Optimization exercise on an open flow, not production practice. RTL: at most simulated, not proved equivalent. Function not checked: runs 1 to 4 and 6 to 8. Clock network not from TritonCTS: runs 6 to 8. The clock port is an ideal driver here. Power: default activity.

File: design/flow/config.mk
export PLATFORM = sky130hd
export DESIGN_NAME = UART_TOP
export DESIGN_NICKNAME = UART_TOP
export VERILOG_FILES = /design/flow/design.v
export SDC_FILE = /design/flow/constraint.sdc
export NUM_CORES = 4
export LEC_CHECK = 0
export CAP_MARGIN = 20
export CORE_MARGIN = 2
export CORE_UTILIZATION = 40
export SLEW_MARGIN = 20
File: design/flow/constraint.sdc
create_clock -name core_clock -period 10.0 [get_ports {clk_i}]
set_input_delay 2.0000 -clock core_clock [delete_from_list [all_inputs] [get_ports {clk_i}]]
set_output_delay 2.0000 -clock core_clock [all_outputs]
set_load 0.01 [all_outputs]
File: design/flow/design.v
`resetall
`default_nettype none
module UART_TOP #(parameter DATA_WIDTH = 8, ACC_SIZE = 32, FCW = 9895605
    )
    (   output      logic                       data_rdy_o, data_err_o, serial_o, busy_o,
        output      logic   [DATA_WIDTH-1:0]    rcvr_data_o,
        input  wire logic                       serial_i, start_tx_i, clk_i, rst_i, data_rdy_clr_i, data_err_clr_i,
        input  wire logic   [DATA_WIDTH-1:0]    xmit_data_i
    );
    localparam logic [ACC_SIZE-1:0] FCW_V = FCW;
    logic [ACC_SIZE:0]   acc;
    logic [ACC_SIZE:0]   acc_c;
    logic [ACC_SIZE-1:0] acc_s;
    logic                baud, baud_q;
    always_comb begin
        acc_c[0] = 1'b0;
        for (int i = 0; i < ACC_SIZE; i++) begin
            acc_s[i]   = acc[i] ^ FCW_V[i] ^ acc_c[i];
            acc_c[i+1] = FCW_V[i] ? (acc[i] | acc_c[i]) : (acc[i] & acc_c[i]);
        end
    end
    always_ff @(posedge clk_i) begin
        if (rst_i) begin
            acc    <= '0;
            baud   <= 1'b0;
            baud_q <= 1'b0;
        end else begin
            acc    <= {acc_c[ACC_SIZE], acc_s};
            baud   <= baud ^ acc[ACC_SIZE];
            baud_q <= baud;
        end
    end
    wire baud_fedg = baud_q & ~baud;
    wire baud_redg = ~baud_q & baud;
    localparam logic [5:0] DB_START = 6'd13,
                           DB_DONE  = 6'd45;
    logic       s0, s1, s2, ser;
    logic [5:0] dcnt;
    always_ff @(posedge clk_i) begin
        s0 <= serial_i;
        s1 <= s0;
    end
    always_ff @(posedge clk_i) begin
        if (rst_i) begin
            s2   <= 1'b0;
            dcnt <= DB_START;
            ser  <= 1'b1;
        end else begin
            s2 <= s1;
            if (s1 ^ s2)              dcnt <= DB_START;
            else if (dcnt == DB_DONE) ser  <= s2;
            else                      dcnt <= {dcnt[4:0], ~(dcnt[5] ^ dcnt[0])};
        end
    end
    localparam logic [3:0] R_A0   = 4'd0,
                           R_A1   = 4'd1,
                           R_A2   = 4'd3,
                           R_A3   = 4'd2,
                           R_A4   = 4'd6,
                           R_A5   = 4'd7,
                           R_A6   = 4'd5,
                           R_A7   = 4'd4,
                           R_A8   = 4'd12,
                           R_A9   = 4'd13,
                           R_IDLE = 4'd8,
                           R_POST = 4'd9,
                           R_ERR  = 4'd10,
                           R_EOM  = 4'd11,
                           R_EOME = 4'd14;
    logic [3:0]            rs, rs_n;
    logic [DATA_WIDTH-1:0] rsh;
    always_comb begin
        rs_n = rs;
        case (rs)
            R_IDLE, R_POST: rs_n = (!baud && !ser) ? R_A0 : R_IDLE;
            R_A0: if (baud_fedg) rs_n = R_A1;
            R_A1: if (baud_fedg) rs_n = R_A2;
            R_A2: if (baud_fedg) rs_n = R_A3;
            R_A3: if (baud_fedg) rs_n = R_A4;
            R_A4: if (baud_fedg) rs_n = R_A5;
            R_A5: if (baud_fedg) rs_n = R_A6;
            R_A6: if (baud_fedg) rs_n = R_A7;
            R_A7: if (baud_fedg) rs_n = R_A8;
            R_A8: if (baud_fedg) rs_n = ser ? R_A9 : R_ERR;
            R_A9: if (baud)      rs_n = ser ? R_EOM : R_ERR;
            R_ERR:               rs_n = R_EOME;
            R_EOM, R_EOME:       rs_n = R_POST;
            default:             rs_n = R_IDLE;
        endcase
    end
    always_ff @(posedge clk_i) begin
        if (rst_i) rs <= R_IDLE;
        else       rs <= rs_n;
    end
    wire rx_shift = baud_fedg && !rs[3];    
    always_ff @(posedge clk_i) begin
        if (rx_shift) rsh <= {ser, rsh[DATA_WIDTH-1:1]};
    end
    always_ff @(posedge clk_i) begin
        if (rst_i) begin
            data_rdy_o  <= 1'b0;
            rcvr_data_o <= '0;
            data_err_o  <= 1'b0;
        end else begin
            if (rs == R_POST) begin
                data_rdy_o  <= 1'b1;
                rcvr_data_o <= rsh;
            end else if (data_rdy_clr_i) begin
                data_rdy_o  <= 1'b0;
            end
            if (rs == R_EOME)        data_err_o <= 1'b1;
            else if (data_err_clr_i) data_err_o <= 1'b0;
        end
    end
    localparam logic [3:0] T_IDLE  = 4'b0000,
                           T_START = 4'b0001,
                           T_SB1   = 4'b0010,    
                           T_SB    = 4'b0011,    
                           T_P1    = 4'b0100,    
                           T_P2    = 4'b0101,    
                           T_END   = 4'b0110,
                           T_D0    = 4'b1000,
                           T_D7    = 4'b1111;
    logic [3:0]            ts, ts_n;
    logic [DATA_WIDTH-1:0] tdat;
    logic                  start_tx;
    always_comb begin
        ts_n = ts;
        case (ts)
            T_IDLE:      if (start_tx) ts_n = T_START;
            T_START:     ts_n = T_SB1;
            T_SB1:       ts_n = baud_redg ? T_D0 : T_SB;
            T_SB:        if (baud_redg) ts_n = T_D0;
            T_D7:        if (baud_redg) ts_n = T_P1;
            T_P1:        if (baud_redg) ts_n = T_P2;
            T_P2:        if (baud_redg) ts_n = T_END;
            T_END:       ts_n = T_IDLE;
            default:     if (baud_redg) ts_n = ts + 4'd1;    
        endcase
    end
    always_ff @(posedge clk_i) begin
        if (rst_i) begin
            ts       <= T_IDLE;
            start_tx <= 1'b0;
        end else begin
            ts <= ts_n;
            if (start_tx_i)       start_tx <= 1'b1;
            else if (ts == T_SB1) start_tx <= 1'b0;
        end
    end
    always_ff @(posedge clk_i) begin
        if (ts == T_START) tdat <= xmit_data_i;
    end
    assign busy_o   = (ts != T_IDLE) && (ts != T_START);
    assign serial_o = ts[3] ? tdat[ts[2:0]] : !((ts == T_SB1) || (ts == T_SB));
endmodule
File: design/flow/flow/run.sh
#!/bin/bash
# Standard ORFS layout (the standard.sh) with four changes:
#  - ABC maps for area (flow/abc_area.script) instead of ORFS's delay script,
#    and Yosys does not pre-map half/full adders (ADDER_MAP_FILE empty);
#  - ports are buffered with the smallest buffer, buf_1;
#  - clock tree synthesis adds no dummy loads.
# Each tool's full output is kept: make's in flow_make.log, ORFS's per-step
# logs under orfs/logs/.
set -euo pipefail
W=$PWD
rm -rf "$W/scripts_mod"
cp -r "$FLOW_HOME/scripts" "$W/scripts_mod"
cp "$W/flow/abc_area.script" "$W/scripts_mod/abc_speed.script"
export SCRIPTS_DIR="$W/scripts_mod"
export ADDER_MAP_FILE=
export CTS_ARGS="-sink_clustering_enable -repair_clock_nets -dont_use_dummy_load"
export BUFFER_PORTS_ARGS="-buffer_cell sky130_fd_sc_hd__buf_1"
bash "$W/standard.sh" > "$W/flow_make.log" 2>&1
File: design/flow/flow/abc_area.script
strash
&get -n
&deepsyn -T 20
&put
dch -f
amap
File: design/flow/standard.sh
#!/bin/bash
# synth_recipe.tcl (not shown) runs the flow's synth.tcl, then flattens the netlist and writes it again
# the make line also repeats each setting of config.mk as NAME=value (left out here)
make -C /OpenROAD-flow-scripts/flow DESIGN_CONFIG=/design/flow/config.mk WORK_HOME=/design/flow/orfs CLKGATE_MAP_FILE= SYNTH_SCRIPT=/design/flow/synth_recipe.tcl "${@:-finish}"
==> results_dict.tcl, run 1 <==
set metrics [dict create \
    status "complete, no violations" \
    gp_congestion 0.780 \
    die_x_microns 87.9 \
    critical_path_class "reg -> reg" \
    setup_violations 0 \
    drv_cap 0 \
    hold_viol_final 0 \
    cpMostUsedCell "nor2_1" \
    root_buffer "clkbuf_8" \
    worstPathMaxFanout 4 \
    cts_setup_buffers 0 \
    synth-seq-area-share_pct 62.5 \
    antenna_found_initial 0 \
    power.share.combinational_pct 16.6 \
    synthCells 292 \
    p_switching_mw 0.185 \
    clock_latency_ns 0.34 \
    cpMaxStageDelayCell "dfxtp_1" \
    crit_arrival_ns 5.40 \
    hold_ws_ns 0.333 \
    place_ws_ns 4.85 \
    clk_transition_reported_paths_ns 0.07 \
    first_pass_iters 4 \
    sequentialPowerShare_pct 57.6 \
    num_vias 2027 \
    ys_async_sr_fraction_pct 0 \
    yosys_warnings 1 \
    synth_edf_count 16 \
    slew_violations 0 \
    cts_made_buffers 9 \
    drc 0 \
    cts_tree "built" \
    rows 30 \
    critPathMaxStageDelay_ns 0.31 \
    fin_tns_setup_ns 0 \
    dieHeight_microns 87.9 \
    slew_headroom_pct 36.9 \
    totalWireLength_mm 4.52 \
    post_cts_resized 0 \
    power_density_nw_per_um2 214 \
    grt_max_degree 49 \
    diodes 0 \
    final_core_util_pct 46.6 \
    portBuffers 25 \
    grt_pass1_vias 1696 \
    worstSetupEndpointType "flip-flop" \
    clkPwrFrac_pct 25.8 \
    grt_first_pass_wirelength_mm 7.40 \
    overflow 0 \
    worstMarginPinSlew_ns 0.939 \
    cts_sinks 80 \
    mostFrequentLayoutCells "nor2_1 (68), dfxtp_1 (64), clkinv_1 (25), nor3_1 (25), buf_1 (24)" \
    grt_setup_unrepaired "no" \
    drive_gt1_share_pct 3.36 \
    die-area_sq_um 7730 \
    routedWlPerCell_microns 10.7 \
    clock_skew_ns 0.0151 \
    required_ns 10.23 \
    drtIter0Drc 124 \
    htreeDepth 3 \
    fin_ws_ns 4.82 \
    final_common_cell "nor2_1" \
    max-clock-path-buffers 2 \
    ys.flop_type "dfxtp_1" \
    core_area_sq_um 6790 \
    syn_area_sq_um 2820 \
    viasPerCell 4.79 \
    max_freq_mhz 193 \
    initial_core_util_pct 41.5 \
    p_leak_nw 1.15 \
    p_int_mw 0.494 \
    post-route-min-period_ns 5.18 \
    hpwl_mm 3.04 \
    pin_count 26 \
    synth_fp_nets 306 \
    start_kind "flip-flop" \
    area_growth_pct 12.3 \
    num-nets-final 343 \
    ant_nets 0 \
    synth.avg_cell_area_sq_um 9.65 \
    cts_hold_buf 0 \
    min_period_over_period_pct 51.8 \
    yosysUniqueCellTypes 28 \
    synth_seq_cells 80 \
    grt_usage_pct 12.5 \
    peakVddDrop_mv 0.0619 \
    hold_path_class "reg -> reg" \
    swShare_pct 27.2 \
]
==> synth_stat cells, types with 2 or more instances <==
master    instances  area, sq um
nor2_1           68          255
dfxtp_1          64         1280
clkinv_1         25         93.8
nor3_1           25          125
a21oi_1          23          115
edfxtp_1         16          480
nor2b_1          10         62.6
o21ai_0          10         50.1
a22o_1            8         70.1
and3_1            7         43.8
and2_0            6         37.5
nand2_1           5         18.8
a31oi_1           3         18.8
or2_0             3         18.8
a211oi_1          2         15.0
nand3_1           2         10.0
nand4_1           2         12.5
o22ai_1           2         12.5
o32a_1            2         20.0
==> kinds of logic (layout without fill, tap and decap cells) <==
group	Yosys count	count (layout)	share of synthesized area, %
and+or+nand+nor	129	129	21.0
buffers and inverters	25	60	3.33
DFF	80	80	62.5
AOI/OAI and AO/OA	58	58	13.2
==> power groups by stage <==
stage | logic, mW | registers [mW] | clock network, mW
3_3_place_gp | 0.112 | 0.397 | 0
5_1_grt | 0.132 | 0.395 | 0.198
4_1_cts | 0.115 | 0.391 | 0.185
3_5_place_dp | 0.114 | 0.398 | 0
6_report | 0.113 | 0.391 | 0.175
2_1_floorplan | 0.0909 | 0.392 | 0
==> critical path, delay by kind of cell (launching register included) <==
| family | cells | cell delay (ns) |
|---|---|---|
| and+or+nand+nor | 26 | 3.73 |
| buffers and inverters | 8 | 0.84 |
| AOI/OAI and AO/OA | 2 | 0.21 |
| DFF | 1 | 0.31 |
==> routing by layer <==
layer  vias up  global-route usage (%)  routed length, microns
li1       1089                       -                       -
met1       897                    16.5                    2310
met2        31                    17.4                    1920
met3        10                    3.58                     190
met4         0                    8.81                     103
met5         -                       0                       0
==> layout make-up <==
class	instances	area [sq um]
clock buffer	9	124
tap	96	120
multi-input combinational	187	962
fill	651	3630
inverter	25	93.8
timing repair buffer	26	103
sequential	80	1760
==> path summary, 6_finish.rpt <==
path,from,end,slack (ns),depth (start not counted)
worst max-delay path,acc[1],acc[31],4.82,36
worst min-delay path,s0,s1,0.33,0
worst max register to register,acc[1],acc[31],4.82,36
worst min register to register,s0,s1,0.33,0
==> sequential cells by signal, summed over array words and instances (netlist names), 4 cells and up <==
name,cells
tdat,8
ts,4
rcvr_data_o,8
rsh,8
dcnt,6
rs,4
acc,33
==> metrics by stage <==
| stage | total power [mW] | instances | area, sq um |
|---|---|---|---|
| after CTS | 0.690 | 423 | 3160 |
| after global placement | 0.508 | 414 | 3040 |
| after global routing | 0.725 | 423 | 3160 |
| after floorplan | 0.483 | 292 | 2820 |
| after detailed placement | 0.512 | 414 | 3040 |
| final | 0.679 | 423 | 3160 |
==> inputs of run 2 (changes only) <==
--- a/design/flow/flow/run.sh
+++ b/design/flow/flow/run.sh
@@ -13,6 +13,6 @@
 cp "$W/flow/abc_area.script" "$W/scripts_mod/abc_speed.script"
 export SCRIPTS_DIR="$W/scripts_mod"
 export ADDER_MAP_FILE=
-export CTS_ARGS="-sink_clustering_enable -repair_clock_nets -dont_use_dummy_load"
+export CTS_ARGS="-sink_clustering_enable -repair_clock_nets -dont_use_dummy_load -buf_list {sky130_fd_sc_hd__clkbuf_4} -sink_clustering_max_diameter 30"
 export BUFFER_PORTS_ARGS="-buffer_cell sky130_fd_sc_hd__buf_1"
 bash "$W/standard.sh" > "$W/flow_make.log" 2>&1
==> run 2 against run 1 <==
  * Critical path type unchanged
  * Sequential cell count unchanged
  * Routed wire length decreased by 0.55%
  * Die area unchanged
  * Clock power decreased by 25%
  * Area after synthesis unchanged
  * Fmax increased by 0.21%
  * Worst setup slack improved by 0.011 ns
  * Synthesized cell count unchanged
==> results_dict.tcl, run 2 <==
set metrics [dict create \
    num-nets-final 343 \
    yosysTopAreaCell "dfxtp_1" \
    syn_area_sq_um 2820 \
    final_core_util_pct 45.7 \
    hold_ws_ns 0.341 \
    peakVddDrop_mv 0.0569 \
    max_freq_mhz 194 \
    swShare_pct 28.3 \
    cts_made_buffers 9 \
    fin_ws_ns 4.83 \
    power_density_nw_per_um2 204 \
    drive_gt1_share_pct 3.36 \
    yosysUniqueCellTypes 28 \
    power.share.combinational_pct 17.8 \
    ant_nets 0 \
    cpMostUsedCell "nor2_1" \
    cts_setup_buffers 0 \
    p_switching_mw 0.179 \
    status "complete, no violations" \
    grt_pass1_vias 1697 \
    sequentialPowerShare_pct 61.5 \
    gp_congestion 0.780 \
    root_buffer "clkbuf_4" \
    clock_skew_ns 0.0261 \
    initial_core_util_pct 41.5 \
    clock_latency_ns 0.40 \
    yosys.cell_count.top_type "nor2_1" \
    grt_first_pass_wirelength_mm 7.37 \
    crit_start "acc[1]" \
    largest_register "acc" \
    setup.worst_path.end "acc[31]" \
    cts_tree "built" \
    dieHeight_microns 87.9 \
    grt_setup_unrepaired "no" \
    slew_violations 0 \
    drtIter0Drc 106 \
    ys.flop_type "dfxtp_1" \
    critPathMaxStageDelay_ns 0.32 \
    final_common_cell "nor2_1" \
    min_period_over_period_pct 51.7 \
    hpwl_mm 3.04 \
    r2r-start "acc[1]" \
    fin_tns_setup_ns 0 \
    clk_transition_reported_paths_ns 0.10 \
    pin_count 26 \
    worstMarginPinSlew_ns 0.934 \
    synth.avg_cell_area_sq_um 9.65 \
    rows 30 \
    p_leak_nw 1.12 \
    diodes 0 \
    drv_cap 0 \
    crit_arrival_ns 5.45 \
    htreeDepth 3 \
    first_pass_iters 4 \
    hold_viol_final 0 \
    routedWlPerCell_microns 10.6 \
    synth_seq_cells 80 \
    start_kind "flip-flop" \
    fill_cells 661 \
    drc 0 \
    worst_r2r_endpoint "acc[31]" \
    yosys-top-cells-count "nor2_1 (68), dfxtp_1 (64), clkinv_1 (25), nor3_1 (25), a21oi_1 (23)" \
    setup_violations 0 \
    ys_async_sr_fraction_pct 0 \
    synth-seq-area-share_pct 62.5 \
    post-route-min-period_ns 5.17 \
    worstPathMaxFanout 4 \
    largest_reg_flops 33 \
    synth_top_area_share_pct 45.5 \
    worstSetupEndpointType "flip-flop" \
    die_x_microns 87.9 \
    p_int_mw 0.455 \
    synth_edf_count 16 \
    fin_total_pwr_mw 0.634 \
    synth_area_leaders "dfxtp_1 (45%), edfxtp_1 (17%), nor2_1 (9.1%)" \
    overflow 0 \
    antenna_found_initial 0 \
    required_ns 10.29 \
    place_ws_ns 4.85 \
    portBuffers 25 \
    yosys_warnings 1 \
    grt_max_degree 49 \
    grt_usage_pct 12.4 \
    hold_path_class "reg -> reg" \
    slew_headroom_pct 37.2 \
    synth_fp_nets 306 \
    synthCells 292 \
    area_growth_pct 10.3 \
    post_cts_resized 0 \
    mostFrequentLayoutCells "nor2_1 (68), dfxtp_1 (64), clkinv_1 (25), nor3_1 (25), buf_1 (24)" \
    cpMaxStageDelayCell "dfxtp_1" \
    cts_hold_buf 0 \
    r2r_cells 36 \
    num_vias 2037 \
    critical_path_class "reg -> reg" \
    cts_sinks 80 \
    core_area_sq_um 6790 \
    viasPerCell 4.82 \
    regToRegSetupSlack_ns 4.83 \
    totalWireLength_mm 4.50 \
    max-clock-path-buffers 2 \
    clkPwrFrac_pct 20.7 \
    die-area_sq_um 7730 \
]
[run 2: through the flow]
step                      area, sq um  instances
after floorplan                  2820        292
after global placement           3040        414
after detailed placement         3040        414
after CTS                        3110        423
after global routing             3110        423
final                            3110        423
[run 2: how the worst min path moves through the flow]
stage                     from  end  slack [ns]  cells after the start
final                       s0   s1        0.34                      0
after global routing        s0   s1        0.35                      0
after CTS                   s0   s1        0.35                      0
after detailed placement    s0   s1        0.32                      0
after global placement      s0   s1        0.32                      0
after floorplan             s0   s1        0.31                      0
[run 2: cell families after synthesis]
| family | share of synthesized area [%] |
|---|---|
| and+or+nand+nor | 21.0 |
| buffers and inverters | 3.33 |
| DFF | 62.5 |
| AOI/OAI and AO/OA | 13.2 |
[run 2: worst max-delay path: cells and delay by family, from the launching register on]
family                 cells  cell delay (ns)
AOI/OAI and AO/OA          2             0.21
buffers and inverters      8             0.83
DFF                        1             0.32
and+or+nand+nor           26             3.72
[run 2: routing by layer]
layer / global-route usage [%] / part of all wire, %
met5: 0 / 0
met4: 8.81 / 2.2
met3: 3.30 / 4.6
met2: 17.1 / 42
met1: 16.7 / 51
[run 2: final cells by class]
type | instances | area (sq um) | share of cell area, %
Sequential cell | 80 | 1760 | 56.7
Multi-Input combinational cell | 187 | 962 | 31.0
Tap cell | 96 | 120 | 3.86
Timing Repair Buffer | 26 | 103 | 3.30
Inverter | 25 | 93.8 | 3.02
Clock buffer | 9 | 67.6 | 2.17
[run 2: power groups by stage]
stage	registers (mW)	clock network [mW]	logic, mW
floorplan	0.392	0	0.0909
global route	0.395	0.153	0.132
global placement	0.397	0	0.112
CTS	0.390	0.142	0.115
detailed placement	0.398	0	0.114
finish	0.390	0.131	0.113
==> inputs of run 3 (changes only) <==
--- a/design/flow/flow/run.sh
+++ b/design/flow/flow/run.sh
@@ -13,6 +13,6 @@
 cp "$W/flow/abc_area.script" "$W/scripts_mod/abc_speed.script"
 export SCRIPTS_DIR="$W/scripts_mod"
 export ADDER_MAP_FILE=
-export CTS_ARGS="-sink_clustering_enable -repair_clock_nets -dont_use_dummy_load -buf_list {sky130_fd_sc_hd__clkbuf_4} -sink_clustering_max_diameter 30"
+export CTS_ARGS="-sink_clustering_enable -repair_clock_nets -dont_use_dummy_load -buf_list {sky130_fd_sc_hd__clkbuf_4} -sink_clustering_size 10"
 export BUFFER_PORTS_ARGS="-buffer_cell sky130_fd_sc_hd__buf_1"
 bash "$W/standard.sh" > "$W/flow_make.log" 2>&1
==> run 3 against run 2 <==
  * Sequential cell count unchanged
  * Cell area unchanged
  * Cell count stayed put
  * Non-clock buffer count did not move
  * Largest power group unchanged
  * Combinational power about the same
  * Die area unchanged
==> results_dict.tcl, run 3 <==
set metrics [dict create \
    drive_gt1_share_pct 3.36 \
    diodes 0 \
    largest_reg_flops 33 \
    post_cts_resized 0 \
    hpwl_mm 3.04 \
    initial_core_util_pct 41.5 \
    required_ns 10.29 \
    critPathMaxStageDelay_ns 0.32 \
    grt_first_pass_wirelength_mm 7.37 \
    worstMarginPinSlew_ns 0.934 \
    largest_register "acc" \
    grt_max_degree 49 \
    grt_usage_pct 12.4 \
    max-clock-path-buffers 2 \
    synth_fp_nets 306 \
    start_kind "flip-flop" \
    viasPerCell 4.82 \
    rows 30 \
    antenna_found_initial 0 \
    mostFrequentLayoutCells "nor2_1 (68), dfxtp_1 (64), clkinv_1 (25), nor3_1 (25), buf_1 (24)" \
    fin_ws_ns 4.83 \
    regToRegSetupSlack_ns 4.83 \
    grt_pass1_vias 1697 \
    power_density_nw_per_um2 204 \
    dieHeight_microns 87.9 \
    ant_nets 0 \
    portBuffers 25 \
    synth_xor_area_share_pct 0 \
    yosysUniqueCellTypes 28 \
    synth.avg_cell_area_sq_um 9.65 \
    synth_area_leaders "dfxtp_1 (45%), edfxtp_1 (17%), nor2_1 (9.1%)" \
    clock_latency_ns 0.40 \
    routedWlPerCell_microns 10.6 \
    fin_total_pwr_mw 0.634 \
    root_buffer "clkbuf_4" \
    cts_setup_buffers 0 \
    setup_violations 0 \
    cts_sinks 80 \
    grt_setup_unrepaired "no" \
    synth_compound_area_share_pct 13.2 \
    die_x_microns 87.9 \
    yosysTopAreaCell "dfxtp_1" \
    synth-simple-area-share_pct 21.0 \
    p_leak_nw 1.12 \
    worstPathMaxFanout 4 \
    worstSetupEndpointType "flip-flop" \
    clock_skew_ns 0.0261 \
    hold_path_class "reg -> reg" \
    cpMostUsedCell "nor2_1" \
    cts_tree "built" \
    status "complete, no violations" \
    die-area_sq_um 7730 \
    min_period_over_period_pct 51.7 \
    synth_seq_cells 80 \
    pin_count 26 \
    cpMaxStageDelayCell "dfxtp_1" \
    crit_arrival_ns 5.45 \
    synth_top_family_by_area "simple AND/OR/NAND/NOR gates" \
    cts_made_buffers 9 \
    final_common_cell "nor2_1" \
    num_vias 2037 \
    synth_top_area_share_pct 45.5 \
    core_area_sq_um 6790 \
    fin_tns_setup_ns 0 \
    cts_hold_buf 0 \
    critical_path_class "reg -> reg" \
    post-route-min-period_ns 5.17 \
    peakVddDrop_mv 0.0569 \
    synth_edf_count 16 \
    gp_congestion 0.780 \
    synthCells 292 \
    synth-seq-area-share_pct 62.5 \
    totalWireLength_mm 4.50 \
    area_growth_pct 10.3 \
    syn_area_sq_um 2820 \
    yosys_warnings 1 \
    overflow 0 \
    ys.flop_type "dfxtp_1" \
    synth_fa_ha_area_share_pct 0 \
    place_ws_ns 4.85 \
    drc 0 \
    drv_cap 0 \
    ys_async_sr_fraction_pct 0 \
    drtIter0Drc 106 \
    clk_transition_reported_paths_ns 0.10 \
    max_freq_mhz 194 \
    muxShareOfSynthArea_pct 0 \
    slew_violations 0 \
    yosys.cell_count.top_type "nor2_1" \
    htreeDepth 3 \
    slew_headroom_pct 37.2 \
    first_pass_iters 4 \
    yosys-top-cells-count "nor2_1 (68), dfxtp_1 (64), clkinv_1 (25), nor3_1 (25), a21oi_1 (23)" \
    hold_viol_final 0 \
    num-nets-final 343 \
]
run 3: cell counts in the layout (fill, tap and decap cells not counted):
Identical to the previous run, type by type.
run 3: through the flow:
step | utilization [%] | instances | instance area [sq um] | hold WS, ns
after floorplan | - | 292 | 2820 | 0.310
after global placement | 44.8 | 414 | 3040 | 0.316
after detailed placement | 44.8 | 414 | 3040 | 0.324
after CTS | 45.7 | 423 | 3110 | 0.349
after global routing | 45.7 | 423 | 3110 | 0.348
final | 45.7 | 423 | 3110 | 0.341
run 3: critical path, delay by kind of cell (launching register included):
kind / cells / cell delay (ns)
buf+inv: 8 / 0.83
compound gates: 2 / 0.21
simple gates: 26 / 3.72
flops: 1 / 0.32
run 3: path summary, 6_finish.rpt:
kind,endpoint,startpoint,cells after the start
worst max-delay path,acc[31],acc[1],36
worst min-delay path,s1,s0,0
worst max register to register,acc[31],acc[1],36
worst min register to register,s1,s0,0
run 3: area by class of cell:
cell class / instances / area [sq um]
fillers: 661 / 3690
inverters: 25 / 93.8
flip-flops and latches: 80 / 1760
clock buffers: 9 / 67.6
repair buffers: 26 / 103
well taps: 96 / 120
multi-input cells: 187 / 962
run 3: where the power goes:
| part | leakage (nW) | switching (mW) | internal, mW | total [mW] |
|---|---|---|---|---|
| combinational | 0.409 | 0.0685 | 0.0444 | 0.113 |
| clock | 0.0414 | 0.0894 | 0.0420 | 0.131 |
| sequential | 0.672 | 0.0215 | 0.369 | 0.390 |
run 3: layer usage:
| layer | vias to the layer above | part of all wire [%] | GRT usage [%] |
|---|---|---|---|
| li1 | 1093 | - | - |
| met1 | 897 | 51 | 16.7 |
| met2 | 36 | 42 | 17.1 |
| met3 | 11 | 4.6 | 3.30 |
| met4 | 0 | 2.2 | 8.81 |
| met5 | - | 0 | 0 |
run 3: cells by family after synthesis:
logic type | after synthesis
flip-flops | 80
AND/OR/NAND/NOR | 129
AO/OA/AOI/OAI | 58
buffers and inverters | 25
==> inputs of run 4 (changes only) <==
--- a/design/flow/flow/run.sh
+++ b/design/flow/flow/run.sh
@@ -13,6 +13,6 @@
 cp "$W/flow/abc_area.script" "$W/scripts_mod/abc_speed.script"
 export SCRIPTS_DIR="$W/scripts_mod"
 export ADDER_MAP_FILE=
-export CTS_ARGS="-sink_clustering_enable -repair_clock_nets -dont_use_dummy_load -buf_list {sky130_fd_sc_hd__clkbuf_4} -sink_clustering_size 10"
+export CTS_ARGS="-sink_clustering_enable -repair_clock_nets -dont_use_dummy_load -root_buf sky130_fd_sc_hd__clkbuf_8 -tree_buf sky130_fd_sc_hd__clkbuf_4 -buf_list {sky130_fd_sc_hd__clkbuf_4 sky130_fd_sc_hd__clkbuf_8}"
 export BUFFER_PORTS_ARGS="-buffer_cell sky130_fd_sc_hd__buf_1"
 bash "$W/standard.sh" > "$W/flow_make.log" 2>&1
==> run 4 against run 3 <==
  * Routed wire length rose by 1.2%
  * Synthesized cell count rose by 1.4%
  * Sequential share of layout area fell by 1.4 points
  * Largest power group unchanged
  * Die area rose by 0.76%
==> results_dict.tcl, run 4 <==
set metrics [dict create \
    cts_setup_buffers 0 \
    worstSetupEndpointType "flip-flop" \
    synth.avg_cell_area_sq_um 9.60 \
    cts_hold_buf 0 \
    start_kind "flip-flop" \
    hold_path_class "reg -> reg" \
    cts_sinks 80 \
    mostFrequentLayoutCells "nor2_1 (68), dfxtp_1 (64), clkinv_1 (28), nor3_1 (25), buf_1 (24)" \
    critPathMaxStageDelay_ns 0.31 \
    gp_congestion 0.835 \
    grt_setup_unrepaired "no" \
    wl_met1_mm 2.27 \
    ys.flop_type "dfxtp_1" \
    yosysUniqueCellTypes 26 \
    totalWireLength_mm 4.55 \
    grt_pass1_vias 1880 \
    design_area_sq_um 3190 \
    setup.worst_path.end "acc[31]" \
    cts_made_buffers 9 \
    fill_cells 669 \
    area_growth_pct 12.2 \
    yosys.cell_count.top_type "nor2_1" \
    min_period_over_period_pct 51.5 \
    ant_nets 0 \
    die-area_sq_um 7790 \
    cts_tree "built" \
    setup_violations 0 \
    drtIter0Drc 117 \
    sequentialPowerShare_pct 59.8 \
    yosysTopAreaCell "dfxtp_1" \
    multi_input_comb_area_sq_um 973 \
    fin_ws_ns 4.85 \
    routedWlPerCell_microns 10.7 \
    synth_area_leaders "dfxtp_1 (45%), edfxtp_1 (17%), nor2_1 (9.0%)" \
    grt_usage_pct 13.1 \
    dieHeight_microns 88.3 \
    r2r_cells 36 \
    place_ws_ns 4.85 \
    power_density_nw_per_um2 195 \
    num-nets-final 347 \
    htreeDepth 3 \
    synthCells 296 \
    swShare_pct 24.7 \
    post-route-min-period_ns 5.15 \
    hpwl_mm 3.15 \
    synth_fp_nets 310 \
    max-clock-path-buffers 2 \
    required_ns 10.22 \
    synth-seq-area-share_pct 62.0 \
    peakVddDrop_mv 0.0969 \
    grt_first_pass_wirelength_mm 7.78 \
    clock_skew_ns 0.0197 \
    clkPwrFrac_pct 28.1 \
    critical_path_class "reg -> reg" \
    syn_area_sq_um 2840 \
    regToRegSetupSlack_ns 4.85 \
    synth_edf_count 16 \
    drive_gt1_share_pct 3.32 \
    crit_family "simple AND/OR/NAND/NOR gates" \
    portBuffers 25 \
    hold_viol_final 0 \
    initial_core_util_pct 41.6 \
    worstPathMaxFanout 4 \
    clock_latency_ns 0.34 \
    synth_seq_cells 80 \
    worstMarginPinSlew_ns 0.734 \
    die_x_microns 88.3 \
    rows 30 \
    max_freq_mhz 194 \
    largest_reg_flops 33 \
    slew_violations 0 \
    slew_headroom_pct 50.9 \
    clk_transition_reported_paths_ns 0.06 \
    p_leak_nw 1.14 \
    dr.max_layer_used "met4" \
    pin_count 26 \
    fin_tns_setup_ns 0 \
    overflow 0 \
    power.share.combinational_pct 12.1 \
    critPathBufInv 8 \
    final_common_cell "nor2_1" \
    root_buffer "clkbuf_8" \
    diodes 0 \
    worst_r2r_endpoint "acc[31]" \
    largest_register "acc" \
    ys_async_sr_fraction_pct 0 \
    crit_start "acc[1]" \
    antenna_found_initial 0 \
    core_area_sq_um 6830 \
    synth_top_area_share_pct 45.1 \
    crit_arrival_ns 5.36 \
    status "complete, no violations" \
    wl_met3_microns 130 \
    critical_path_depth 36 \
    r2r-start "acc[1]" \
    ff_latch_area_sq_um 1760 \
    post_cts_resized 0 \
    drv_cap 0 \
    p_int_mw 0.468 \
    yosys-top-cells-count "nor2_1 (68), dfxtp_1 (64), clkinv_1 (28)" \
    yosys_warnings 1 \
    cpMaxStageDelayCell "dfxtp_1" \
    wl_met2_mm 2.06 \
    drc 0 \
    num_vias 2038 \
    p_switching_mw 0.154 \
    dpl-instance-area_sq_um 3060 \
    grt_max_degree 46 \
    viasPerCell 4.77 \
    cpMostUsedCell "nor2_1" \
    first_pass_iters 4 \
]
[run 4: cell count changes after synthesis, moves of 3 or more]
cell / previous run / this run
o21a_1: 1 / 5
a32o_1: 0 / 8
clkinv_1: 25 / 28
nand3_1: 2 / 6
o22ai_1: 2 / 5
o21ai_0: 10 / 5
a22o_1: 8 / 0
[run 4: how the worst min path moves through the flow]
stage / start / to / slack [ns] / cells after the start
2_1_floorplan: s0 / s1 / 0.31 / 0
3_3_place_gp: s0 / s1 / 0.32 / 0
3_5_place_dp: s0 / s1 / 0.32 / 0
4_1_cts: s0 / s1 / 0.33 / 0
5_1_grt: s0 / s1 / 0.34 / 0
6_report: s0 / s1 / 0.33 / 0
[run 4: through the flow]
step	cells	hold slack [ns]	utilization (%)	total power, mW
2_1_floorplan	296	0.310	-	0.437
3_3_place_gp	418	0.321	44.8	0.452
3_5_place_dp	418	0.319	44.8	0.455
4_1_cts	427	0.334	46.6	0.632
5_1_grt	427	0.343	46.6	0.662
6_report	427	0.329	46.6	0.621
[run 4: final cells by class]
class | instances | area share (%)
flip-flops and latches | 80 | 55.3
repair buffers | 26 | 3.22
well taps | 96 | 3.77
multi-input cells | 188 | 30.5
inverters | 28 | 3.30
clock buffers | 9 | 3.89
[run 4: per-layer routing]
metal  global-route usage (%)  vias to the layer above
li1                         -                     1098
met3                     3.17                        9
met1                     16.0                      907
met4                     8.68                        0
met5                        0                        -
met2                     20.4                       24
[run 4: cell families (layout without fill, tap and decap cells)]
kind of cell	count (synthesis)	in the layout	synth area share (%)
AO/OA/AOI/OAI	56	56	13.2
buffers and inverters	28	63	3.70
flip-flops	80	80	62.0
AND/OR/NAND/NOR	132	132	21.1
[run 4: power by group through the flow]
stage	Combinational (mW)	Sequential, mW	Clock, mW
6_report	0.0753	0.371	0.175
5_1_grt	0.0891	0.375	0.198
4_1_cts	0.0766	0.371	0.184
3_5_place_dp	0.0764	0.378	0
3_3_place_gp	0.0740	0.378	0
2_1_floorplan	0.0614	0.375	0
[run 4: worst register-to-register path: cells and delay by family (launching register included)]
family / cells / cell delay (ns)
buf+inv: 8 / 0.82
simple gates: 26 / 3.71
flops: 1 / 0.31
compound gates: 2 / 0.20
==> inputs of run 5 (changes only) <==
--- a/design/flow/design.v
+++ b/design/flow/design.v
@@ -32,8 +32,6 @@
     end
     wire baud_fedg = baud_q & ~baud;
     wire baud_redg = ~baud_q & baud;
-    localparam logic [5:0] DB_START = 6'd13,
-                           DB_DONE  = 6'd45;
     logic       s0, s1, s2, ser;
     logic [5:0] dcnt;
     always_ff @(posedge clk_i) begin
@@ -43,13 +41,13 @@
     always_ff @(posedge clk_i) begin
         if (rst_i) begin
             s2   <= 1'b0;
-            dcnt <= DB_START;
+            dcnt <= '0;
             ser  <= 1'b1;
         end else begin
             s2 <= s1;
-            if (s1 ^ s2)              dcnt <= DB_START;
-            else if (dcnt == DB_DONE) ser  <= s2;
-            else                      dcnt <= {dcnt[4:0], ~(dcnt[5] ^ dcnt[0])};
+            if (s1 ^ s2)           dcnt <= '0;
+            else if (dcnt == 6'd46) ser  <= s2;
+            else                   dcnt <= dcnt + 6'd1;
         end
     end
     localparam logic [3:0] R_A0   = 4'd0,
--- a/design/flow/flow/run.sh
+++ b/design/flow/flow/run.sh
@@ -13,6 +13,6 @@
 cp "$W/flow/abc_area.script" "$W/scripts_mod/abc_speed.script"
 export SCRIPTS_DIR="$W/scripts_mod"
 export ADDER_MAP_FILE=
-export CTS_ARGS="-sink_clustering_enable -repair_clock_nets -dont_use_dummy_load -root_buf sky130_fd_sc_hd__clkbuf_8 -tree_buf sky130_fd_sc_hd__clkbuf_4 -buf_list {sky130_fd_sc_hd__clkbuf_4 sky130_fd_sc_hd__clkbuf_8}"
+export CTS_ARGS="-sink_clustering_enable -repair_clock_nets -dont_use_dummy_load"
 export BUFFER_PORTS_ARGS="-buffer_cell sky130_fd_sc_hd__buf_1"
 bash "$W/standard.sh" > "$W/flow_make.log" 2>&1
==> design/flow/flow/abc_area.script (replaced) <==
strash
&get -n
&fraig -x
&put
scorr
dc2
dch -f
amap
==> run 5 against run 4 <==
  * Combinational power grew to 2.7 times the previous value
  * Cell count grew 5.6%
  * Largest cell class unchanged
  * Sequential power grew 11%
  * Sequential cell count is the same
  * Still clean on timing, DRC and antenna
  * Critical path depth is the same
  * Register-to-register slack gained 0.02 ns
  * First-iteration DRC count shrank 33%
  * Hold slack lost 0.0015 ns
  * Critical path type unchanged
  * Global-route usage is essentially flat
  * Non-clock buffer count grew 1
  * Clock skew shrank 0.0036 ns
==> results_dict.tcl, run 5 <==
set metrics [dict create \
    synth_fp_nets 330 \
    portBuffers 25 \
    yosys-top-cells-count "nor2_1 (83), dfxtp_1 (64), clkinv_1 (29)" \
    largest_reg_flops 33 \
    max-clock-path-buffers 2 \
    post-route-min-period_ns 5.12 \
    synth_area_leaders "dfxtp_1 (44%), edfxtp_1 (17%), nor2_1 (11%)" \
    p_switching_mw 0.246 \
    htreeDepth 3 \
    drive_gt1_share_pct 3.41 \
    core_area_sq_um 7140 \
    grt_pass1_vias 1983 \
    slew_violations 0 \
    yosysUniqueCellTypes 27 \
    cts_hold_buf 0 \
    pin_count 26 \
    mostFrequentLayoutCells "nor2_1 (83), dfxtp_1 (64), clkinv_1 (29), nor3_1 (25), buf_1 (24)" \
    synthCells 316 \
    hold_path_class "reg -> reg" \
    dpl.cell_count 442 \
    rows 31 \
    post_cts_resized 0 \
    grt_max_degree 55 \
    synth_edf_count 16 \
    synth_seq_cells 80 \
    fin_total_pwr_mw 0.785 \
    cpMostUsedCell "nor2_1" \
    ant_nets 0 \
    slew_headroom_pct 55.7 \
    required_ns 10.22 \
    dieHeight_microns 89.3 \
    clock_skew_ns 0.0162 \
    first_pass_iters 4 \
    syn_area_sq_um 2910 \
    clk_transition_reported_paths_ns 0.07 \
    grt_usage_pct 13.1 \
    yosysTopAreaCell "dfxtp_1" \
    root_buffer "clkbuf_8" \
    r2r-start "acc[0]" \
    fin_tns_setup_ns 0 \
    ys_async_sr_fraction_pct 0 \
    die_x_microns 89.3 \
    min_period_over_period_pct 51.2 \
    sequentialPowerShare_pct 52.3 \
    hpwl_mm 3.16 \
    p_int_mw 0.539 \
    cts_made_buffers 9 \
    p_leak_nw 1.18 \
    swShare_pct 31.3 \
    final_cell_count_no_fill 451 \
    cts_tree "built" \
    cpMaxStageDelayCell "dfxtp_1" \
    synth_top_area_share_pct 44.0 \
    ys.flop_type "dfxtp_1" \
    cts_setup_buffers 0 \
    initial_core_util_pct 40.8 \
    worstPathMaxFanout 4 \
    drtIter0Drc 78 \
    drc 0 \
    overflow 0 \
    synth-seq-area-share_pct 60.6 \
    peakVddDrop_mv 0.0612 \
    routedWlPerCell_microns 10.2 \
    power_density_nw_per_um2 240 \
    viasPerCell 4.83 \
    clock_latency_ns 0.33 \
    antenna_found_initial 0 \
    worstSetupEndpointType "flip-flop" \
    diodes 0 \
    critical_path_class "reg -> reg" \
    setup_violations 0 \
    grt_setup_unrepaired "no" \
    final_common_cell "nor2_1" \
    min_path_cells 0 \
    worst_r2r_endpoint "acc[31]" \
    num_vias 2180 \
    largest_register "acc" \
    drv_cap 0 \
    fill_cells 701 \
    yosys.cell_count.top_type "nor2_1" \
    cts_sinks 80 \
    regToRegSetupSlack_ns 4.88 \
    yosys_warnings 1 \
    totalWireLength_mm 4.62 \
    critPathMaxStageDelay_ns 0.32 \
    max_freq_mhz 195 \
    area_growth_pct 12.3 \
    num-nets-final 368 \
    worstMarginPinSlew_ns 0.663 \
    holdCritStartpoint "s0" \
    worstHoldEndpoint "s1" \
    die-area_sq_um 7970 \
    hold_viol_final 0 \
    gp_congestion 0.807 \
    r2r_cells 36 \
    grt_first_pass_wirelength_mm 8.07 \
    status "complete, no violations" \
    start_kind "flip-flop" \
    clkPwrFrac_pct 21.9 \
    synth.avg_cell_area_sq_um 9.21 \
    power.share.combinational_pct 25.7 \
    crit_arrival_ns 5.35 \
]
run 5: changes by cell type after synthesis, moves of 3 or more:
cell	before	now
nor2_1	68	83
a22oi_1	2	13
a32o_1	8	1
nand2_1	7	12
nand3_1	6	1
nor2b_1	9	6
o22ai_1	5	2
or2_0	3	0
run 5: cell type report:
cell class / instances / area [sq um] / share of cell area [%]
multi-input cells: 207 / 1040 / 31.8
repair buffers: 27 / 110 / 3.37
flip-flops and latches: 80 / 1760 / 53.9
well taps: 99 / 124 / 3.79
inverters: 29 / 109 / 3.33
clock buffers: 9 / 124 / 3.79
run 5: worst max path at each step:
stage,startpoint,to,cells after the start
final,acc[0],acc[31],36
after global routing,acc[0],acc[31],36
after CTS,acc[0],acc[31],36
after detailed placement,acc[0],acc[31],36
after global placement,acc[0],acc[31],36
after floorplan,acc[1],acc[31],36
run 5: power groups by stage:
stage / logic [mW] / registers [mW] / clock network (mW)
after floorplan: 0.159 / 0.413 / 0
after global placement: 0.199 / 0.416 / 0
after detailed placement: 0.203 / 0.418 / 0
after CTS: 0.204 / 0.411 / 0.183
after global routing: 0.237 / 0.418 / 0.195
final: 0.202 / 0.411 / 0.172
run 5: through the flow:
| stage | hold slack (ns) | worst slack [ns] | area (sq um) | utilization [%] |
|---|---|---|---|---|
| after floorplan | 0.310 | 5.36 | 2910 | - |
| after global placement | 0.311 | 5.03 | 3140 | 44.0 |
| after detailed placement | 0.316 | 4.87 | 3140 | 44.0 |
| final | 0.328 | 4.88 | 3270 | 45.8 |
| after CTS | 0.331 | 4.84 | 3270 | 45.8 |
| after global routing | 0.332 | 4.08 | 3270 | 45.8 |
run 5: cell families (layout without fill, tap and decap cells):
logic type / count (synthesis) / in the layout / share of synthesized area, %
flip-flops: 80 / 80 / 60.6
buffers and inverters: 29 / 65 / 3.74
AO/OA/AOI/OAI: 63 / 63 / 14.0
AND/OR/NAND/NOR: 144 / 144 / 21.7
run 5: critical path: cells and delay by family (launching register included):
kind                   cells  cell delay, ns
AND/OR/NAND/NOR           26            3.67
buffers and inverters      8            0.82
flip-flops                 1            0.32
AO/OA/AOI/OAI              2            0.21
run 5: layer usage:
layer | routed length, microns | GRT usage (%) | vias up
li1 | - | - | 1159
met1 | 2310 | 15.5 | 980
met2 | 2060 | 21.4 | 31
met3 | 147 | 3.14 | 10
met4 | 97 | 8.14 | 0
met5 | 0 | 0 | -
==> inputs of run 6 (changes only) <==
--- a/design/flow/design.v
+++ b/design/flow/design.v
@@ -32,6 +32,8 @@
     end
     wire baud_fedg = baud_q & ~baud;
     wire baud_redg = ~baud_q & baud;
+    localparam logic [5:0] DB_START = 6'd13,
+                           DB_DONE  = 6'd45;
     logic       s0, s1, s2, ser;
     logic [5:0] dcnt;
     always_ff @(posedge clk_i) begin
@@ -41,13 +43,13 @@
     always_ff @(posedge clk_i) begin
         if (rst_i) begin
             s2   <= 1'b0;
-            dcnt <= '0;
+            dcnt <= DB_START;
             ser  <= 1'b1;
         end else begin
             s2 <= s1;
-            if (s1 ^ s2)           dcnt <= '0;
-            else if (dcnt == 6'd46) ser  <= s2;
-            else                   dcnt <= dcnt + 6'd1;
+            if (s1 ^ s2)              dcnt <= DB_START;
+            else if (dcnt == DB_DONE) ser  <= s2;
+            else                      dcnt <= {dcnt[4:0], ~(dcnt[5] ^ dcnt[0])};
         end
     end
     localparam logic [3:0] R_A0   = 4'd0,
==> design/flow/flow/run.sh (replaced) <==
#!/bin/bash
# Standard ORFS layout (the standard.sh) with four changes:
#  - ABC maps for area (flow/abc_area.script) instead of ORFS's delay script,
#    and Yosys does not pre-map half/full adders (ADDER_MAP_FILE empty);
#  - ports are buffered with the smallest buffer, buf_1;
#  - the clock tree is four clkbuf_8, each driving a quarter of the
#    flip-flops, built by flow/cts_tree.tcl in place of TritonCTS.
# Each tool's full output is kept: make's in flow_make.log, ORFS's per-step
# logs under orfs/logs/.
set -euo pipefail
W=$PWD
rm -rf "$W/scripts_mod"
cp -r "$FLOW_HOME/scripts" "$W/scripts_mod"
cp "$W/flow/abc_area.script" "$W/scripts_mod/abc_speed.script"
export SCRIPTS_DIR="$W/scripts_mod"
export ADDER_MAP_FILE=
export PRE_CTS_TCL="$W/flow/cts_tree.tcl"
export BUFFER_PORTS_ARGS="-buffer_cell sky130_fd_sc_hd__buf_1"
bash "$W/standard.sh" > "$W/flow_make.log" 2>&1
==> design/flow/flow/abc_area.script (replaced) <==
strash
&get -n
&deepsyn -T 20
&put
dch -f
amap
==> design/flow/flow/cts_tree.tcl (new file) <==
# Clock tree built before ORFS's CTS step (sourced as PRE_CTS_TCL).
# The flip-flops are split into four groups by position (k-means); each group
# gets one clkbuf_8 at its centre, driven straight from the clock port, so
# the port feeds four buffer inputs.  TritonCTS is then skipped; the rest of
# the CTS step (legalisation, timing repair) runs as usual.
set nclusters 4
set buf_master_name sky130_fd_sc_hd__clkbuf_8

set db [ord::get_db]
set block [ord::get_db_block]
set clknet [$block findNet clk_i]
if { $clknet == "NULL" } { error "clock net not found" }

set sinks {}
foreach it [$clknet getITerms] {
  set inst [$it getInst]
  set bb [$inst getBBox]
  set x [expr { ([$bb xMin] + [$bb xMax]) / 2.0 }]
  set y [expr { ([$bb yMin] + [$bb yMax]) / 2.0 }]
  lappend sinks [list $it $x $y]
}
set n [llength $sinks]
puts "custom clock tree: $n sinks, $nclusters buffers"

# initial centres: sinks sorted by angle around the centroid, split evenly
set cx 0.0; set cy 0.0
foreach s $sinks { set cx [expr {$cx + [lindex $s 1]}]; set cy [expr {$cy + [lindex $s 2]}] }
set cx [expr {$cx / $n}]; set cy [expr {$cy / $n}]
set ang {}
foreach s $sinks { lappend ang [list [expr {atan2([lindex $s 2] - $cy, [lindex $s 1] - $cx)}] $s] }
set ang [lsort -real -index 0 $ang]
set centres {}
for {set k 0} {$k < $nclusters} {incr k} {
  set lo [expr {$k * $n / $nclusters}]; set hi [expr {($k + 1) * $n / $nclusters}]
  set sx 0.0; set sy 0.0
  for {set i $lo} {$i < $hi} {incr i} {
    set s [lindex [lindex $ang $i] 1]
    set sx [expr {$sx + [lindex $s 1]}]; set sy [expr {$sy + [lindex $s 2]}]
  }
  lappend centres [list [expr {$sx / ($hi - $lo)}] [expr {$sy / ($hi - $lo)}]]
}
# Lloyd iterations with a cap on cluster size (balanced loads)
set cap [expr {int(ceil(double($n) / $nclusters)) + 2}]
for {set iter 0} {$iter < 30} {incr iter} {
  # assign: sinks in order of their best-distance, each to the nearest centre with room
  set cand {}
  foreach s $sinks {
    set ds {}
    for {set k 0} {$k < $nclusters} {incr k} {
      set c [lindex $centres $k]
      lappend ds [list [expr {abs([lindex $s 1] - [lindex $c 0]) + abs([lindex $s 2] - [lindex $c 1])}] $k]
    }
    set ds [lsort -real -index 0 $ds]
    lappend cand [list [lindex [lindex $ds 0] 0] $s $ds]
  }
  set cand [lsort -real -index 0 $cand]
  set count {}
  for {set k 0} {$k < $nclusters} {incr k} { lappend count 0 }
  set assign {}
  foreach c $cand {
    foreach d [lindex $c 2] {
      set k [lindex $d 1]
      if { [lindex $count $k] < $cap } {
        lset count $k [expr {[lindex $count $k] + 1}]
        lappend assign [list $k [lindex $c 1]]
        break
      }
    }
  }
  set newc {}
  for {set k 0} {$k < $nclusters} {incr k} {
    set sx 0.0; set sy 0.0; set m 0
    foreach a $assign {
      if { [lindex $a 0] == $k } {
        set s [lindex $a 1]
        set sx [expr {$sx + [lindex $s 1]}]; set sy [expr {$sy + [lindex $s 2]}]; incr m
      }
    }
    if { $m > 0 } { lappend newc [list [expr {$sx / $m}] [expr {$sy / $m}]] } else { lappend newc [lindex $centres $k] }
  }
  set centres $newc
}

set master [$db findMaster $buf_master_name]
for {set k 0} {$k < $nclusters} {incr k} {
  set c [lindex $centres $k]
  set inst [odb::dbInst_create $block $master "clkbuf_leaf_$k"]
  set w [[$inst getMaster] getWidth]; set h [[$inst getMaster] getHeight]
  $inst setLocation [expr {int([lindex $c 0] - $w / 2)}] [expr {int([lindex $c 1] - $h / 2)}]
  $inst setPlacementStatus PLACED
  set net [odb::dbNet_create $block "clknet_leaf_$k"]
  $net setSigType CLOCK
  [$inst findITerm A] connect $clknet
  [$inst findITerm X] connect $net
  set m 0
  foreach a $assign {
    if { [lindex $a 0] == $k } {
      set it [lindex [lindex $a 1] 0]
      $it disconnect
      $it connect $net
      incr m
    }
  }
  puts "clkbuf_leaf_$k at [lindex $c 0] [lindex $c 1] drives $m sinks"
}

set_propagated_clock [all_clocks]
# TritonCTS has nothing left to do
proc clock_tree_synthesis { args } { puts "clock_tree_synthesis skipped: custom tree built in PRE_CTS_TCL" }
==> run 6 against run 5 <==
  * Hold slack gained 0.014 ns
  * Via count decreased by 8.1%
  * Sequential cell count stayed put
  * Largest cell class unchanged
  * Sequential power shrank 5.1%
  * Area after synthesis down 3.1%
==> results_dict.tcl, run 6 <==
set metrics [dict create \
    yosysTopAreaCell "dfxtp_1" \
    worstSetupEndpointType "flip-flop" \
    final_core_util_pct 45.6 \
    synthCells 292 \
    ys_async_sr_fraction_pct 0 \
    initial_core_util_pct 41.5 \
    status "complete, no violations" \
    worstMarginPinSlew_ns 0.967 \
    setup_violations 0 \
    cts_setup_buffers 0 \
    power_density_nw_per_um2 200 \
    peakVddDrop_mv 0.0830 \
    slew_headroom_pct 35.0 \
    crit_arrival_ns 5.25 \
    hold_viol_final 0 \
    drc 0 \
    totalWireLength_mm 4.48 \
    core_area_sq_um 6790 \
    diodes 0 \
    first_pass_iters 4 \
    syn_area_sq_um 2820 \
    r2r-start "acc[1]" \
    clk_transition_reported_paths_ns 0.12 \
    viasPerCell 4.79 \
    synth_area_leaders "dfxtp_1 (45%), edfxtp_1 (17%), nor2_1 (9.1%)" \
    ant_nets 0 \
    post-route-min-period_ns 5.18 \
    clock_latency_ns 0.17 \
    rows 30 \
    overflow 0 \
    slew_violations 0 \
    holdCritStartpoint "s0" \
    clock_skew_ns 0.0176 \
    synth_seq_cells 80 \
    grt_pass1_vias 1626 \
    gp_congestion 0.780 \
    synth_top_area_share_pct 45.5 \
    ys.flop_type "dfxtp_1" \
    synth.avg_cell_area_sq_um 9.65 \
    start_kind "flip-flop" \
    crit_start "acc[1]" \
    synth-seq-area-share_pct 62.5 \
    max_freq_mhz 193 \
    grt_first_pass_wirelength_mm 7.19 \
    die-area_sq_um 7730 \
    pin_count 26 \
    drtIter0Drc 106 \
    critPathMaxStageDelay_ns 0.33 \
    fin_tns_setup_ns 0 \
    min_period_over_period_pct 51.8 \
    portBuffers 25 \
    worstPathMaxFanout 4 \
    largest_reg_flops 33 \
    yosysUniqueCellTypes 28 \
    die_x_microns 87.9 \
    mostFrequentLayoutCells "nor2_1 (68), dfxtp_1 (64), clkinv_1 (25), nor3_1 (25), buf_1 (24)" \
    area_growth_pct 9.86 \
    drv_cap 0 \
    critical_path_class "reg -> reg" \
    hold_path_class "reg -> reg" \
    fill_cells 653 \
    grt_setup_unrepaired "no" \
    synth_edf_count 16 \
    routedWlPerCell_microns 10.7 \
    post_cts_resized 0 \
    cpMaxStageDelayCell "dfxtp_1" \
    yosys.cell_count.top_type "nor2_1" \
    num_vias 2003 \
    grt_max_degree 49 \
    cpMostUsedCell "nor2_1" \
    required_ns 10.08 \
    yosys_warnings 1 \
    largest_register "acc" \
    dpl-instance-area_sq_um 3040 \
    hpwl_mm 3.04 \
    cts_hold_buf 0 \
    synth_fp_nets 306 \
    num-nets-final 338 \
    yosys-top-cells-count "nor2_1 (68), dfxtp_1 (64), clkinv_1 (25), nor3_1 (25), a21oi_1 (23)" \
    p_leak_nw 1.11 \
    design_area_sq_um 3100 \
    final_common_cell "nor2_1" \
    drive_gt1_share_pct 1.86 \
    dieHeight_microns 87.9 \
    grt_usage_pct 10.9 \
    antenna_found_initial 0 \
]
-- run 6: stage by stage --
stage / hold slack, ns / setup slack, ns / total power [mW] / std cells
4_1_cts: 0.350 / 4.81 / 0.627 / 418
5_1_grt: 0.349 / 3.99 / 0.659 / 418
3_3_place_gp: 0.316 / 4.99 / 0.508 / 414
3_5_place_dp: 0.324 / 4.85 / 0.512 / 414
2_1_floorplan: 0.310 / 5.36 / 0.483 / 292
6_report: 0.342 / 4.82 / 0.619 / 418
-- run 6: path summary, 6_finish.rpt --
check / endpoint / cells past startpoint / slack, ns
setup / recovery: acc[31] / 36 / 4.82
hold reg to reg: s1 / 0 / 0.34
setup reg to reg: acc[31] / 36 / 4.82
hold / removal: s1 / 0 / 0.34
-- run 6: critical path: cells and delay by family (launching register included) --
family / cells / cell delay [ns]
buf+inv: 8 / 0.83
flops: 1 / 0.33
simple gates: 26 / 3.71
compound gates: 2 / 0.21
-- run 6: area by class of cell --
cell class | instances | area, sq um | share of cell area (%)
Timing Repair Buffer | 26 | 103 | 3.31
Multi-Input combinational cell | 187 | 962 | 31.1
Tap cell | 96 | 120 | 3.88
Sequential cell | 80 | 1760 | 56.9
Inverter | 25 | 93.8 | 3.03
Buffer | 4 | 55.1 | 1.78
-- run 6: where the power goes --
group	switching [mW]	internal, mW
sequential	0.0217	0.369
combinational	0.0686	0.0444
clock	0.0778	0.0375
-- run 6: layer usage --
metal	up-vias	GRT usage [%]	part of all wire, %	wire length [microns]
li1	1077	-	-	-
met1	890	15.8	51	2300
met2	29	17.9	43	1930
met3	7	1.23	3.7	166
met4	0	1.82	1.7	77
met5	-	0	0	0
-- run 6: cells by family after synthesis --
logic type / Yosys count / share of synthesized area, %
buf+inv: 25 / 3.33
simple gates: 129 / 21.0
compound gates: 58 / 13.2
flops: 80 / 62.5
==> inputs of run 7 (changes only) <==
--- a/design/flow/flow/cts_tree.tcl
+++ b/design/flow/flow/cts_tree.tcl
@@ -4,7 +4,7 @@
 # the port feeds four buffer inputs.  TritonCTS is then skipped; the rest of
 # the CTS step (legalisation, timing repair) runs as usual.
 set nclusters 4
-set buf_master_name sky130_fd_sc_hd__clkbuf_8
+set buf_master_name sky130_fd_sc_hd__clkbuf_16
 
 set db [ord::get_db]
 set block [ord::get_db_block]
==> run 7 against run 6 <==
  * Still clean
  * Sequential share of layout area fell by 0.82 points
  * Die area did not move
  * Sequential cell count did not move
  * Synthesized cell count unchanged
  * Clock skew fell by 0.0050 ns
  * Global-route usage increased by 0.24 points
  * Cell count did not move
  * Power rose by 5.9%
  * Critical path depth is the same
==> results_dict.tcl, run 7 <==
set metrics [dict create \
    syn_area_sq_um 2820 \
    ys_async_sr_fraction_pct 0 \
    num_vias 1988 \
    synth_fp_nets 306 \
    synth_area_leaders "dfxtp_1 (45%), edfxtp_1 (17%), nor2_1 (9.1%)" \
    cts_hold_buf 0 \
    drtIter0Drc 114 \
    ant_nets 0 \
    post_cts_resized 0 \
    grt_first_pass_wirelength_mm 7.31 \
    grt_usage_pct 11.1 \
    yosys-top-cells-count "nor2_1 (68), dfxtp_1 (64), clkinv_1 (25), nor3_1 (25), a21oi_1 (23)" \
    crit_arrival_ns 5.21 \
    hpwl_mm 3.04 \
    required_ns 10.04 \
    clock_latency_ns 0.15 \
    drive_gt1_share_pct 1.86 \
    holdCritStartpoint "s0" \
    slew_headroom_pct 34.1 \
    drc 0 \
    synth_seq_cells 80 \
    final_common_cell "nor2_1" \
    die-area_sq_um 7730 \
    die_x_microns 87.9 \
    ys.flop_type "dfxtp_1" \
    clock_skew_ns 0.0126 \
    p_leak_nw 1.13 \
    peakVddDrop_mv 0.0775 \
    place_ws_ns 4.85 \
    worstPathMaxFanout 4 \
    diodes 0 \
    cpMaxStageDelayCell "dfxtp_1" \
    portBuffers 25 \
    fin_tns_setup_ns 0 \
    largest_reg_flops 33 \
    critPathMaxStageDelay_ns 0.32 \
    min_period_over_period_pct 51.7 \
    pin_count 26 \
    yosysTopAreaCell "dfxtp_1" \
    rows 30 \
    synth_edf_count 16 \
    yosysUniqueCellTypes 28 \
    yosys_warnings 1 \
    status "complete, no violations" \
    fin_ws_ns 4.83 \
    num-nets-final 338 \
    synth-seq-area-share_pct 62.5 \
    synth_top_area_share_pct 45.5 \
    setup_violations 0 \
    grt_max_degree 49 \
    area_growth_pct 11.5 \
    cts_setup_buffers 0 \
    max_freq_mhz 193 \
    dieHeight_microns 87.9 \
    crit_start "acc[1]" \
    worstSetupEndpointType "flip-flop" \
    slew_violations 0 \
    gp_congestion 0.780 \
    clk_transition_reported_paths_ns 0.08 \
    mostFrequentLayoutCells "nor2_1 (68), dfxtp_1 (64), clkinv_1 (25), nor3_1 (25), buf_1 (24)" \
    grt_pass1_vias 1627 \
    antenna_found_initial 0 \
    hold_viol_final 0 \
    power_density_nw_per_um2 209 \
    first_pass_iters 4 \
    start_kind "flip-flop" \
    post-route-min-period_ns 5.17 \
    grt_setup_unrepaired "no" \
    synth.avg_cell_area_sq_um 9.65 \
    yosys.cell_count.top_type "nor2_1" \
    viasPerCell 4.76 \
    overflow 0 \
    largest_register "acc" \
    critical_path_class "reg -> reg" \
    totalWireLength_mm 4.55 \
    initial_core_util_pct 41.5 \
    cpMostUsedCell "nor2_1" \
    drv_cap 0 \
    hold_path_class "reg -> reg" \
    r2r-start "acc[1]" \
    worstMarginPinSlew_ns 0.980 \
    core_area_sq_um 6790 \
    routedWlPerCell_microns 10.9 \
    synthCells 292 \
]
-- run 7: cell counts after synthesis --
No cell type changed its count.
-- run 7: cells by family after synthesis --
logic type	synth area share [%]
compound gates	13.2
flops	62.5
simple gates	21.0
buf+inv	3.33
-- run 7: final cells by class --
| class | instances | area (sq um) |
|---|---|---|
| timing repair buffer | 26 | 103 |
| fill | 644 | 3650 |
| multi-input combinational | 187 | 962 |
| tap | 96 | 120 |
| inverter | 25 | 93.8 |
| sequential | 80 | 1760 |
| buffer | 4 | 100 |
-- run 7: critical path: cells and delay by family (launching register included) --
family / cells / cell delay (ns)
flops: 1 / 0.32
buf+inv: 8 / 0.83
simple gates: 26 / 3.70
compound gates: 2 / 0.21
-- run 7: path summary, 6_finish.rpt --
kind                            depth (start not counted)  slack [ns]      end
worst min register to register                          0        0.34       s1
worst max register to register                         36        4.83  acc[31]
worst min-delay path                                    0        0.34       s1
worst max-delay path                                   36        4.83  acc[31]
-- run 7: where the power goes --
group          internal, mW  switching (mW)  leakage (nW)
clock network        0.0726          0.0785        0.0493
logic                0.0443          0.0687         0.409
registers             0.369          0.0223         0.672
-- run 7: layer usage --
layer	up-vias	part of all wire, %	GRT usage [%]
met4	0	1.2	1.40
met2	29	43	18.1
li1	1080	-	-
met5	-	0	0
met1	876	51	16.2
met3	3	4.4	1.70
-- run 7: per-stage QoR --
stage | total power [mW] | instances | cell area [sq um] | hold slack (ns) | utilization (%)
after floorplan | 0.483 | 292 | 2820 | 0.310 | -
after global placement | 0.508 | 414 | 3040 | 0.316 | 44.8
after detailed placement | 0.512 | 414 | 3040 | 0.324 | 44.8
after CTS | 0.662 | 418 | 3140 | 0.342 | 46.2
after global routing | 0.695 | 418 | 3140 | 0.341 | 46.2
final | 0.655 | 418 | 3140 | 0.335 | 46.2
==> inputs of run 8 (changes only) <==
--- a/design/flow/flow/cts_tree.tcl
+++ b/design/flow/flow/cts_tree.tcl
@@ -4,7 +4,7 @@
 # the port feeds four buffer inputs.  TritonCTS is then skipped; the rest of
 # the CTS step (legalisation, timing repair) runs as usual.
 set nclusters 4
-set buf_master_name sky130_fd_sc_hd__clkbuf_16
+set buf_master_name sky130_fd_sc_hd__clkbuf_8
 
 set db [ord::get_db]
 set block [ord::get_db_block]
--- a/design/flow/config.mk
+++ b/design/flow/config.mk
@@ -7,5 +7,5 @@
 export LEC_CHECK = 0
 export CAP_MARGIN = 20
 export CORE_MARGIN = 2
-export CORE_UTILIZATION = 40
+export CORE_UTILIZATION = 70
 export SLEW_MARGIN = 20
==> run 8 against run 7 <==
  * Clock skew is 0.0055 ns lower
  * Sequential power is essentially flat
  * Sequential share of layout area up 1.9 points
  * Die area fell by 41%
  * Critical endpoint unchanged
  * Cell area shrank 3.3%
  * Worst setup slack worse by 0.16 ns
  * Hold slack gained 0.0034 ns
  * Global-route usage grew 8.4 points
  * Power is 6.0% lower
  * Largest power group unchanged
  * Via count up 2.5%
==> results_dict.tcl, run 8 <==
set metrics [dict create \
    status "complete, no violations" \
    final_common_cell "nor2_1" \
    fin_tns_setup_ns 0 \
    crit_family "simple AND/OR/NAND/NOR gates" \
    slew_violations 0 \
    largest_reg_flops 33 \
    p_int_mw 0.451 \
    synth_edf_count 16 \
    grt_usage_pct 19.5 \
    initial_core_util_pct 71.5 \
    mostFrequentLayoutCells "nor2_1 (68), dfxtp_1 (64), clkinv_1 (25), nor3_1 (25), buf_1 (24)" \
    hpwl_mm 3.09 \
    required_ns 10.07 \
    overflow 0 \
    muxShareOfSynthArea_pct 0 \
    num-nets-final 338 \
    setup_violations 0 \
    cts_setup_buffers 0 \
    die_x_microns 67.4 \
    worstMarginPinSlew_ns 0.898 \
    slew_headroom_pct 39.7 \
    synth_top_area_share_pct 45.5 \
    yosysUniqueCellTypes 28 \
    yosys_warnings 1 \
    post_cts_resized 0 \
    power_density_nw_per_um2 203 \
    start_kind "flip-flop" \
    synth_top_family_by_area "simple AND/OR/NAND/NOR gates" \
    die-area_sq_um 4550 \
    gp_congestion 0.801 \
    drc 0 \
    ff_latch_area_sq_um 1760 \
    synth_fa_ha_area_share_pct 0 \
    drive_gt1_share_pct 1.86 \
    synth-simple-area-share_pct 21.0 \
    max_freq_mhz 188 \
    synth.avg_cell_area_sq_um 9.65 \
    synth_xor_area_share_pct 0 \
    area_growth_pct 7.82 \
    num_vias 2038 \
    p_leak_nw 1.11 \
    grt_first_pass_wirelength_mm 7.18 \
    multi_input_comb_area_sq_um 962 \
    totalWireLength_mm 4.36 \
    clk_transition_reported_paths_ns 0.11 \
    clock_skew_ns 0.00706 \
    ys.flop_type "dfxtp_1" \
    syn_area_sq_um 2820 \
    hold_path_class "reg -> reg" \
    min_period_over_period_pct 53.3 \
    critical_path_class "reg -> reg" \
    clkPwrFrac_pct 18.0 \
    post-route-min-period_ns 5.33 \
    routedWlPerCell_microns 11.7 \
    yosysTopAreaCell "dfxtp_1" \
    hold_viol_final 0 \
    diodes 0 \
    critPathBufInv 8 \
    cts_hold_buf 0 \
    yosys-top-cells-count "nor2_1 (68), dfxtp_1 (64), clkinv_1 (25), nor3_1 (25), a21oi_1 (23)" \
    synth_area_leaders "dfxtp_1 (45%), edfxtp_1 (17%), nor2_1 (9.1%)" \
    drtIter0Drc 115 \
    antenna_found_initial 0 \
    largest_register "acc" \
    cpMaxStageDelayCell "dfxtp_1" \
    synth_fp_nets 306 \
    sequentialPowerShare_pct 63.4 \
    synth_compound_area_share_pct 13.2 \
    synth-seq-area-share_pct 62.5 \
    drv_cap 0 \
    worstPathMaxFanout 4 \
    grt_max_degree 49 \
    cpMostUsedCell "nor2_1" \
    swShare_pct 26.8 \
    fill_cells 280 \
    first_pass_iters 4 \
    viasPerCell 5.48 \
    portBuffers 25 \
    dieHeight_microns 67.4 \
    synthCells 292 \
    power.share.combinational_pct 18.6 \
    rows 23 \
    worstSetupEndpointType "flip-flop" \
    yosys.cell_count.top_type "nor2_1" \
    ant_nets 0 \
    critPathMaxStageDelay_ns 0.33 \
    core_area_sq_um 3940 \
    p_switching_mw 0.165 \
    hold_ws_ns 0.339 \
    grt_setup_unrepaired "no" \
    pin_count 26 \
    crit_arrival_ns 5.39 \
    ys_async_sr_fraction_pct 0 \
    clock_latency_ns 0.17 \
    grt_pass1_vias 1724 \
    peakVddDrop_mv 0.165 \
    synth_seq_cells 80 \
]
-- run 8: cell counts after synthesis --
No cell type changed its count.
-- run 8: per-layer routing --
layer  vias to the layer above  global-route usage [%]  part of all wire [%]
met4                         0                    2.30                   1.3
met1                       914                    27.4                    49
met5                         -                       0                     0
li1                       1079                       -                     -
met3                         5                    1.83                   4.4
met2                        40                    34.0                    46
-- run 8: final timing paths --
path / from / end / slack [ns] / depth (start not counted)
worst min-delay path: s0 / s1 / 0.34 / 0
worst min register to register: s0 / s1 / 0.34 / 0
worst max register to register: acc[1] / acc[31] / 4.67 / 36
worst max-delay path: acc[1] / acc[31] / 4.67 / 36
-- run 8: area by class of cell --
type / count / area share (%)
repair buffers: 26 / 3.38
plain buffers: 4 / 1.81
inverters: 25 / 3.09
flip-flops and latches: 80 / 58.0
multi-input cells: 187 / 31.7
well taps: 50 / 2.06
-- run 8: power groups by stage --
stage | clock (mW) | sequential (mW) | combinational, mW
final | 0.111 | 0.390 | 0.115
after global routing | 0.124 | 0.395 | 0.132
after global placement | 0 | 0.396 | 0.110
after CTS | 0.114 | 0.390 | 0.116
after floorplan | 0 | 0.392 | 0.0909
after detailed placement | 0 | 0.397 | 0.114
-- run 8: cell families (layout without fill, tap and decap cells) --
kind of cell	count (synthesis)	count (layout)
flip-flops	80	80
AO/OA/AOI/OAI	58	58
AND/OR/NAND/NOR	129	129
buffers and inverters	25	55
-- run 8: through the flow --
step / power [mW] / utilization, % / setup WS (ns) / instances / cell area (sq um)
CTS: 0.619 / 77.1 / 4.64 / 372 / 3040
global route: 0.651 / 77.1 / 3.97 / 372 / 3040
global placement: 0.506 / 75.7 / 5.07 / 368 / 2980
floorplan: 0.483 / - / 5.36 / 292 / 2820
finish: 0.616 / 77.1 / 4.67 / 372 / 3040
detailed placement: 0.511 / 75.7 / 4.74 / 368 / 2980

Re-timed with assumed drivers on the ports (clkbuf_16 on the clock, buf_2 on other inputs), run 8 has 4.672 ns of setup slack against 4.672 ns with ideal ports, and 4.672 ns once port delays also move by the mid clock arrival of 0.218 ns.
